Context: an optimization exercise on an open-source flow, tuned for small area, a short achievable clock period and few clock cycles per item. The choices shown serve that exercise and are no tape-out recipe.
In this exercise RTL edits were held to simulation tests only and were not proved equivalent to the original.

--- flow/flow/run.sh ---
#!/bin/bash
set -e
export BUFFER_PORTS_ARGS="-buffer_cell sky130_fd_sc_hd__buf_1"
bash standard.sh > standard.log 2>&1
--- flow/standard.sh ---
#!/bin/bash
# synth_recipe.tcl (not shown) runs the flow's synth.tcl, then flattens the netlist and writes it again
# the make line also repeats each setting of config.mk as NAME=value (left out here)
make -C /OpenROAD-flow-scripts/flow DESIGN_CONFIG=/design/flow/config.mk WORK_HOME=/design/flow/orfs CLKGATE_MAP_FILE= SYNTH_SCRIPT=/design/flow/synth_recipe.tcl "${@:-finish}"
--- flow/config.mk ---
export PLATFORM = sky130hd
export DESIGN_NAME = gcd
export DESIGN_NICKNAME = gcd
export VERILOG_FILES = /design/flow/design.v
export SDC_FILE = /design/flow/constraint.sdc
export NUM_CORES = 4
export LEC_CHECK = 0
export ABC_AREA = 1
export CAP_MARGIN = 20
export CORE_MARGIN = 2
export CORE_UTILIZATION = 40
export CTS_BUF_LIST = sky130_fd_sc_hd__clkbuf_4 sky130_fd_sc_hd__clkbuf_8
export SETUP_SLACK_MARGIN = 0.4
export SLEW_MARGIN = 20
--- flow/constraint.sdc ---
create_clock -name core_clock -period 4.0 [get_ports {clk}]
set_input_delay 0.8000 -clock core_clock [delete_from_list [all_inputs] [get_ports {clk}]]
set_output_delay 0.8000 -clock core_clock [all_outputs]
set_load 0.01 [all_outputs]
--- flow/design.v ---
`timescale 1ns/1ps
module gcd(opa, opb, start, resetn, clk, result, done);
input wire [31:0] opa;
input wire [31:0] opb;
input wire start, resetn;
input wire clk;
output wire [31:0] result;
output wire done;
reg  [31:0] A, B;
reg  [4:0]  k;
reg         flag;        
reg         rest;        
reg         sc;          
reg         ys;          
reg         run_reg;
reg         done_reg;
reg         start_reg;
reg         first;       
wire done_now;
assign result = B;
assign done   = done_reg | done_now;
wire init  = start & ~start_reg & (~run_reg | done_now);
wire [31:0] X = sc ? 32'd0 : A;
wire [31:0] Y = ys ? B : 32'd0;
wire [31:0] xy_d;       
wire        xy_gt;      
wire        xy_same;    
absdiff ad0 (.x(X), .y(Y), .d(xy_d), .gt(xy_gt), .eq(xy_same));
wire [3:0] xl = X[4:1] ^ Y[4:1];
wire force1 = sc & (flag | ~A[0]);
wire s1 = ~force1 & ~xl[0] & (xl[1] | ~xl[2]);    
wire s2 = ~force1 & ~xl[0] & ~xl[1];              
wire [31:0] st1 = s1 ? {2'b0, xy_d[31:2]} : {1'b0, xy_d[31:1]};
wire [31:0] nA  = s2 ? {2'b0, st1[31:2]} : st1;
wire nA0 = force1 ? B[1] : (|xl);           
wire swap   = sc | ~(xy_gt | xy_same);
wire finish = run_reg & ~rest & ~flag & xy_same;    
wire k1     = (k == 5'd1);
wire kz     = (k == 5'd0);
assign done_now = finish & ~sc & kz & ~first;
wire nflag = ~flag & ~A[0] & ~B[0];
wire nsc   = nflag | (sc & ~A[0]);
always @(posedge clk) begin
    if (init)
        A <= opa;
    else
        A <= nA;
end
wire b_ld   = init;
wire b_sh   = ~init & run_reg & (rest | (finish & ~sc & ~kz));
wire b_sw   = ~init & run_reg & ~(rest | (finish & ~sc & ~kz)) & swap;
wire b_hold = ~(b_ld | b_sh | b_sw);
wire [31:0] nB = ({32{b_ld}} & opb) | ({32{b_sh}} & {B[30:0], 1'b0}) |
                 ({32{b_sw}} & A) | ({32{b_hold}} & B);
always @(posedge clk)
    B <= nB;
always @(posedge clk) begin
    if (init) begin
        k    <= 5'd0;
        flag <= 1'b0;
        sc   <= ~opb[0];
        ys   <= ~opb[0] | opa[0];
    end else begin
        if (rest | finish) begin
            k    <= k - 5'd1;
        end else begin
            if (flag) k <= k + 5'd1;
            flag <= nflag;
        end
        sc <= nsc;
        ys <= nsc | nA0;
    end
end
always @(posedge clk or negedge resetn) begin
    if (~resetn) begin
        run_reg   <= 1'b0;
        done_reg  <= 1'b0;
        start_reg <= 1'b0;
        rest      <= 1'b0;
        first     <= 1'b0;
    end else begin
        start_reg <= start;
        first     <= init;
        if (init) begin
            run_reg  <= 1'b1;
            done_reg <= 1'b0;
            rest     <= 1'b0;
        end else if (run_reg) begin
            if ((finish & (sc | kz | k1)) | (rest & k1)) begin
                run_reg  <= 1'b0;
                done_reg <= 1'b1;
                rest     <= 1'b0;
            end else if (finish) begin
                rest     <= 1'b1;
            end
        end
    end
end
endmodule
module absdiff(x, y, d, gt, eq);
input [31:0] x, y; output [31:0] d; output gt, eq;
wire [31:0] g0 = x & ~y; wire [31:0] p0 = ~(x ^ y);
wire g1_1 = g0[1] | (p0[1] & g0[0]); wire p1_1 = p0[1] & p0[0];
wire g1_3 = g0[3] | (p0[3] & g0[2]); wire p1_3 = p0[3] & p0[2];
wire g1_5 = g0[5] | (p0[5] & g0[4]); wire p1_5 = p0[5] & p0[4];
wire g1_7 = g0[7] | (p0[7] & g0[6]); wire p1_7 = p0[7] & p0[6];
wire g1_9 = g0[9] | (p0[9] & g0[8]); wire p1_9 = p0[9] & p0[8];
wire g1_11 = g0[11] | (p0[11] & g0[10]); wire p1_11 = p0[11] & p0[10];
wire g1_13 = g0[13] | (p0[13] & g0[12]); wire p1_13 = p0[13] & p0[12];
wire g1_15 = g0[15] | (p0[15] & g0[14]); wire p1_15 = p0[15] & p0[14];
wire g1_17 = g0[17] | (p0[17] & g0[16]); wire p1_17 = p0[17] & p0[16];
wire g1_19 = g0[19] | (p0[19] & g0[18]); wire p1_19 = p0[19] & p0[18];
wire g1_21 = g0[21] | (p0[21] & g0[20]); wire p1_21 = p0[21] & p0[20];
wire g1_23 = g0[23] | (p0[23] & g0[22]); wire p1_23 = p0[23] & p0[22];
wire g1_25 = g0[25] | (p0[25] & g0[24]); wire p1_25 = p0[25] & p0[24];
wire g1_27 = g0[27] | (p0[27] & g0[26]); wire p1_27 = p0[27] & p0[26];
wire g1_29 = g0[29] | (p0[29] & g0[28]); wire p1_29 = p0[29] & p0[28];
wire g1_31 = g0[31] | (p0[31] & g0[30]); wire p1_31 = p0[31] & p0[30];
wire g2_2 = g0[2] | (p0[2] & g1_1); wire p2_2 = p0[2] & p1_1;
wire g2_3 = g1_3 | (p1_3 & g1_1); wire p2_3 = p1_3 & p1_1;
wire g2_6 = g0[6] | (p0[6] & g1_5); wire p2_6 = p0[6] & p1_5;
wire g2_7 = g1_7 | (p1_7 & g1_5); wire p2_7 = p1_7 & p1_5;
wire g2_10 = g0[10] | (p0[10] & g1_9); wire p2_10 = p0[10] & p1_9;
wire g2_11 = g1_11 | (p1_11 & g1_9); wire p2_11 = p1_11 & p1_9;
wire g2_14 = g0[14] | (p0[14] & g1_13); wire p2_14 = p0[14] & p1_13;
wire g2_15 = g1_15 | (p1_15 & g1_13); wire p2_15 = p1_15 & p1_13;
wire g2_18 = g0[18] | (p0[18] & g1_17); wire p2_18 = p0[18] & p1_17;
wire g2_19 = g1_19 | (p1_19 & g1_17); wire p2_19 = p1_19 & p1_17;
wire g2_22 = g0[22] | (p0[22] & g1_21); wire p2_22 = p0[22] & p1_21;
wire g2_23 = g1_23 | (p1_23 & g1_21); wire p2_23 = p1_23 & p1_21;
wire g2_26 = g0[26] | (p0[26] & g1_25); wire p2_26 = p0[26] & p1_25;
wire g2_27 = g1_27 | (p1_27 & g1_25); wire p2_27 = p1_27 & p1_25;
wire g2_30 = g0[30] | (p0[30] & g1_29); wire p2_30 = p0[30] & p1_29;
wire g2_31 = g1_31 | (p1_31 & g1_29); wire p2_31 = p1_31 & p1_29;
wire g3_4 = g0[4] | (p0[4] & g2_3); wire p3_4 = p0[4] & p2_3;
wire g3_5 = g1_5 | (p1_5 & g2_3); wire p3_5 = p1_5 & p2_3;
wire g3_6 = g2_6 | (p2_6 & g2_3); wire p3_6 = p2_6 & p2_3;
wire g3_7 = g2_7 | (p2_7 & g2_3); wire p3_7 = p2_7 & p2_3;
wire g3_12 = g0[12] | (p0[12] & g2_11); wire p3_12 = p0[12] & p2_11;
wire g3_13 = g1_13 | (p1_13 & g2_11); wire p3_13 = p1_13 & p2_11;
wire g3_14 = g2_14 | (p2_14 & g2_11); wire p3_14 = p2_14 & p2_11;
wire g3_15 = g2_15 | (p2_15 & g2_11); wire p3_15 = p2_15 & p2_11;
wire g3_20 = g0[20] | (p0[20] & g2_19); wire p3_20 = p0[20] & p2_19;
wire g3_21 = g1_21 | (p1_21 & g2_19); wire p3_21 = p1_21 & p2_19;
wire g3_22 = g2_22 | (p2_22 & g2_19); wire p3_22 = p2_22 & p2_19;
wire g3_23 = g2_23 | (p2_23 & g2_19); wire p3_23 = p2_23 & p2_19;
wire g3_28 = g0[28] | (p0[28] & g2_27); wire p3_28 = p0[28] & p2_27;
wire g3_29 = g1_29 | (p1_29 & g2_27); wire p3_29 = p1_29 & p2_27;
wire g3_30 = g2_30 | (p2_30 & g2_27); wire p3_30 = p2_30 & p2_27;
wire g3_31 = g2_31 | (p2_31 & g2_27); wire p3_31 = p2_31 & p2_27;
wire g4_8 = g0[8] | (p0[8] & g3_7); wire p4_8 = p0[8] & p3_7;
wire g4_9 = g1_9 | (p1_9 & g3_7); wire p4_9 = p1_9 & p3_7;
wire g4_10 = g2_10 | (p2_10 & g3_7); wire p4_10 = p2_10 & p3_7;
wire g4_11 = g2_11 | (p2_11 & g3_7); wire p4_11 = p2_11 & p3_7;
wire g4_12 = g3_12 | (p3_12 & g3_7); wire p4_12 = p3_12 & p3_7;
wire g4_13 = g3_13 | (p3_13 & g3_7); wire p4_13 = p3_13 & p3_7;
wire g4_14 = g3_14 | (p3_14 & g3_7); wire p4_14 = p3_14 & p3_7;
wire g4_15 = g3_15 | (p3_15 & g3_7); wire p4_15 = p3_15 & p3_7;
wire g4_24 = g0[24] | (p0[24] & g3_23); wire p4_24 = p0[24] & p3_23;
wire g4_25 = g1_25 | (p1_25 & g3_23); wire p4_25 = p1_25 & p3_23;
wire g4_26 = g2_26 | (p2_26 & g3_23); wire p4_26 = p2_26 & p3_23;
wire g4_27 = g2_27 | (p2_27 & g3_23); wire p4_27 = p2_27 & p3_23;
wire g4_28 = g3_28 | (p3_28 & g3_23); wire p4_28 = p3_28 & p3_23;
wire g4_29 = g3_29 | (p3_29 & g3_23); wire p4_29 = p3_29 & p3_23;
wire g4_30 = g3_30 | (p3_30 & g3_23); wire p4_30 = p3_30 & p3_23;
wire g4_31 = g3_31 | (p3_31 & g3_23); wire p4_31 = p3_31 & p3_23;
wire g5_16 = g0[16] | (p0[16] & g4_15); wire p5_16 = p0[16] & p4_15;
wire g5_17 = g1_17 | (p1_17 & g4_15); wire p5_17 = p1_17 & p4_15;
wire g5_18 = g2_18 | (p2_18 & g4_15); wire p5_18 = p2_18 & p4_15;
wire g5_19 = g2_19 | (p2_19 & g4_15); wire p5_19 = p2_19 & p4_15;
wire g5_20 = g3_20 | (p3_20 & g4_15); wire p5_20 = p3_20 & p4_15;
wire g5_21 = g3_21 | (p3_21 & g4_15); wire p5_21 = p3_21 & p4_15;
wire g5_22 = g3_22 | (p3_22 & g4_15); wire p5_22 = p3_22 & p4_15;
wire g5_23 = g3_23 | (p3_23 & g4_15); wire p5_23 = p3_23 & p4_15;
wire g5_24 = g4_24 | (p4_24 & g4_15); wire p5_24 = p4_24 & p4_15;
wire g5_25 = g4_25 | (p4_25 & g4_15); wire p5_25 = p4_25 & p4_15;
wire g5_26 = g4_26 | (p4_26 & g4_15); wire p5_26 = p4_26 & p4_15;
wire g5_27 = g4_27 | (p4_27 & g4_15); wire p5_27 = p4_27 & p4_15;
wire g5_28 = g4_28 | (p4_28 & g4_15); wire p5_28 = p4_28 & p4_15;
wire g5_29 = g4_29 | (p4_29 & g4_15); wire p5_29 = p4_29 & p4_15;
wire g5_30 = g4_30 | (p4_30 & g4_15); wire p5_30 = p4_30 & p4_15;
wire g5_31 = g4_31 | (p4_31 & g4_15); wire p5_31 = p4_31 & p4_15;
wire cin = g5_31;
assign gt = cin; assign eq = p5_31;
assign d[0] = 1'b0;
assign d[1] = p0[1] ^ (cin ? (g0[0] | p0[0]) : ~g0[0]);
assign d[2] = p0[2] ^ (cin ? (g1_1 | p1_1) : ~g1_1);
assign d[3] = p0[3] ^ (cin ? (g2_2 | p2_2) : ~g2_2);
assign d[4] = p0[4] ^ (cin ? (g2_3 | p2_3) : ~g2_3);
assign d[5] = p0[5] ^ (cin ? (g3_4 | p3_4) : ~g3_4);
assign d[6] = p0[6] ^ (cin ? (g3_5 | p3_5) : ~g3_5);
assign d[7] = p0[7] ^ (cin ? (g3_6 | p3_6) : ~g3_6);
assign d[8] = p0[8] ^ (cin ? (g3_7 | p3_7) : ~g3_7);
assign d[9] = p0[9] ^ (cin ? (g4_8 | p4_8) : ~g4_8);
assign d[10] = p0[10] ^ (cin ? (g4_9 | p4_9) : ~g4_9);
assign d[11] = p0[11] ^ (cin ? (g4_10 | p4_10) : ~g4_10);
assign d[12] = p0[12] ^ (cin ? (g4_11 | p4_11) : ~g4_11);
assign d[13] = p0[13] ^ (cin ? (g4_12 | p4_12) : ~g4_12);
assign d[14] = p0[14] ^ (cin ? (g4_13 | p4_13) : ~g4_13);
assign d[15] = p0[15] ^ (cin ? (g4_14 | p4_14) : ~g4_14);
assign d[16] = p0[16] ^ (cin ? (g4_15 | p4_15) : ~g4_15);
assign d[17] = p0[17] ^ (cin ? (g5_16 | p5_16) : ~g5_16);
assign d[18] = p0[18] ^ (cin ? (g5_17 | p5_17) : ~g5_17);
assign d[19] = p0[19] ^ (cin ? (g5_18 | p5_18) : ~g5_18);
assign d[20] = p0[20] ^ (cin ? (g5_19 | p5_19) : ~g5_19);
assign d[21] = p0[21] ^ (cin ? (g5_20 | p5_20) : ~g5_20);
assign d[22] = p0[22] ^ (cin ? (g5_21 | p5_21) : ~g5_21);
assign d[23] = p0[23] ^ (cin ? (g5_22 | p5_22) : ~g5_22);
assign d[24] = p0[24] ^ (cin ? (g5_23 | p5_23) : ~g5_23);
assign d[25] = p0[25] ^ (cin ? (g5_24 | p5_24) : ~g5_24);
assign d[26] = p0[26] ^ (cin ? (g5_25 | p5_25) : ~g5_25);
assign d[27] = p0[27] ^ (cin ? (g5_26 | p5_26) : ~g5_26);
assign d[28] = p0[28] ^ (cin ? (g5_27 | p5_27) : ~g5_27);
assign d[29] = p0[29] ^ (cin ? (g5_28 | p5_28) : ~g5_28);
assign d[30] = p0[30] ^ (cin ? (g5_29 | p5_29) : ~g5_29);
assign d[31] = p0[31] ^ (cin ? (g5_30 | p5_30) : ~g5_30);
endmodule
==> results_dict.tcl <==
set metrics [dict create \
    clock-sinks 77 \
    drtAntennaViolNets 0 \
    synth-edff-count 0 \
    cts_tree "yes" \
    avgSynthCellArea_um2 5.64 \
    numCtsBuffers 9 \
    die_h_um 136 \
    fin_nets 1438 \
    avgViaCountPerCell 5.14 \
    synth-seq-cells 77 \
    num_antenna_cells 0 \
    io_pins 100 \
    async_flop_share 0.0649 \
    fin_util 0.467 \
    grt_pass1_vias 7032 \
    top_regs "A: 32 flops, B: 32 flops, k: 5 flops" \
    synth_warnings 1 \
    coreArea_um2 17200 \
    gr-usage-all-layers 0.231 \
    tightest_slew_ps 898 \
    status "finished clean" \
    grt_max_degree 37 \
    fin_ws_ps 589 \
    wl_per_cell_um 14.2 \
    synthToLayoutAreaGrowth_pct 14.6 \
    finalSetupViolCount 0 \
    hold_violations 0 \
    maxCapViolCount 0 \
    crit_fanout 11 \
    grt_pass1_wl_um 34300 \
    slew_violations 0 \
    yosysSeqAreaShare 0.224 \
    cts_max_path_buffers 2 \
    endpoint_kind "primary output" \
    hpwlAfterDp_um 14700 \
    rsz0062_at_grt "no" \
    worstPathArrival_ps 2610 \
    routed_wl_um 22300 \
    drt_iter0_markers 641 \
    gp_congestion 0.883 \
    port_buffers 99 \
    relSlewSlack 0.400 \
    dieArea_um2 18600 \
    cts_root_buffer "clkbuf_8" \
    dr.pass1.iters 5 \
    row_count 48 \
    synth-main-ff-cell "dfxtp_1" \
    critPathRequiredTime_ps 3200 \
    syn_inst 1241 \
    overflow 0 \
    die_w_um 136 \
    fmax_mhz 293 \
    drc 0 \
    yosys-top-cells-count "442 x nand2_1, 244 x nand3_1, 133 x nor2_1" \
    num_vias 8043 \
    fin_crit_sh 0.853 \
    fin_worst_skew_ps 14.2 \
    start_util 0.407 \
    worstSetupPathType "reg -> out" \
    drive_gt1_frac 0.0664 \
    clock_latency_ps 390 \
    syn_area_um2 7000 \
    worstSetupStartpointType "flop" \
    yosysUniqueCellTypes 38 \
    fin_tns_setup_ps 0 \
    clkTransAtPathRegs_ps 80 \
    yosysMostFrequentCell "nand2_1" \
    syn_nets 1344 \
    synth_top_cell_by_area "nand2_1" \
    place_ws_ps 104 \
    antenna_found_initial 0 \
    htree_levels 3 \
    synthTopCellsByArea "nand2_1 24%, dfxtp_1 21%, nand3_1 17%, nor2_1 7.1%, inv_1 6.9%" \
    fin_crit_ps 3410 \
    hold_class "in -> async" \
    synth_top_area_frac 0.237 \
    cts_hold_buffers 0 \
]
## metrics by stage
stage / hold WS, ps / area, um2 / cells
3_5_place_dp: 492 / 7500 / 1533
6_report: 268 / 8020 / 1565
4_1_cts: 252 / 7780 / 1555
5_1_grt: 261 / 8020 / 1565
2_1_floorplan: 466 / 7000 / 1241
3_3_place_gp: 487 / 7500 / 1533
## cells by family (layout without fill, tap and decap cells)
logic type | after synthesis | after routing | synth area share
compound gates | 82 | 82 | 0.0646
xor+xnor | 2 | 2 | 0.00250
fa+ha+maj | 36 | 36 | 0.0644
buf+inv | 182 | 276 | 0.111
flops | 77 | 77 | 0.224
simple gates | 862 | 867 | 0.533
## worst max-delay path, stage by stage, from the launching register on
cell     delay [ps]
dfxtp_4         420
buf_6           170
nor2_1           60
ha_1            350
nand2_2         130
nor3_4          220
nand2_1         120
nor2_4          140
nand2_2         110
nor2_4          130
nand4_2         120
nand2_1         100
buf_1           150
## per-layer routing
| metal | track usage | vias up | wire length, um | part of all wire |
|---|---|---|---|---|
| met2 | 0.367 | 270 | 9830 | 0.44 |
| met1 | 0.322 | 3563 | 10500 | 0.47 |
| li1 | - | 4179 | - | - |
| met3 | 0.0313 | 31 | 1420 | 0.064 |
| met4 | 0.0758 | 0 | 498 | 0.022 |
| met5 | 0 | - | 0 | 0 |
## timing repair
item | 4_1_cts | 5_1_grt
gates resized for setup | 5 | 21
cloned | 2 | 3
pin swaps | 3 | 6
endpoints found under the setup margin | 39 | 65
setup buffers | 4 | 7
## layout by cell type (no fill, tap or decap), types with 11 or more instances in the layout
| cell | Yosys | layout |
|---|---|---|
| inv_1 | 129 | 128 |
| ha_1 | 36 | 35 |
| nand2_2 | 7 | 11 |
| buf_1 | 3 | 99 |
| nand3_1 | 244 | 244 |
| dfxtp_1 | 72 | 70 |
| o21ai_0 | 12 | 12 |
| nand2_1 | 442 | 438 |
| buf_4 | 3 | 17 |
| a21oi_1 | 52 | 51 |
| nor2_1 | 133 | 130 |
| clkbuf_8 | 0 | 11 |
## path summary, 6_finish.rpt
kind | slack (ps) | start | cells after the start | endpoint
setup / recovery | 590 | sc | 12 | done
hold / removal | 270 | resetn | 1 | done_reg
setup reg to reg | 620 | sc | 18 | B[2]
hold reg to reg | 500 | B[20] | 2 | B[20]
max in group asynchronous | 3510 | resetn | 1 | run_reg
min in group core_clock | 500 | B[20] | 2 | B[20]
## layout make-up
| class | count | area (um2) |
|---|---|---|
| fill | 1890 | 9160 |
| multi-input combinational | 987 | 4790 |
| sequential | 77 | 1570 |
| timing repair buffer | 126 | 659 |
| inverter | 134 | 505 |
| tap | 225 | 282 |
| clock buffer | 11 | 151 |
| clock inverter | 5 | 58.8 |
Testbench counts, summed over its fixed seeds: cycles 169,285, items 8,000.

## static timing again, ports no longer ideal
The results above use ideal ports. As a check the final layout listed here was re-extracted and re-timed, cells and wires unchanged.
Step 1 assumes that a clkbuf_16 drives the clock port and a buf_2 every other input.
Step 2 adds t to the input delays and takes it off the output delays; t is the mean of the earliest and latest rising clock arrival at the registers after step 1. Input paths then give back, and output paths get back, about the clock's delay inside the block.
Slacks: ideal / step 1 / step 2; pairs: ideal / step 1.
shift t [ns]: 0.418
setup slack, ns: 0.589 / 0.550 / 0.619
hold slack, ns: 0.268 / 0.249 / 0.501
After both steps this run still meets setup and hold. The setup slack of this run moves by -0.039 ns with the drivers and by +0.030 ns with both steps.
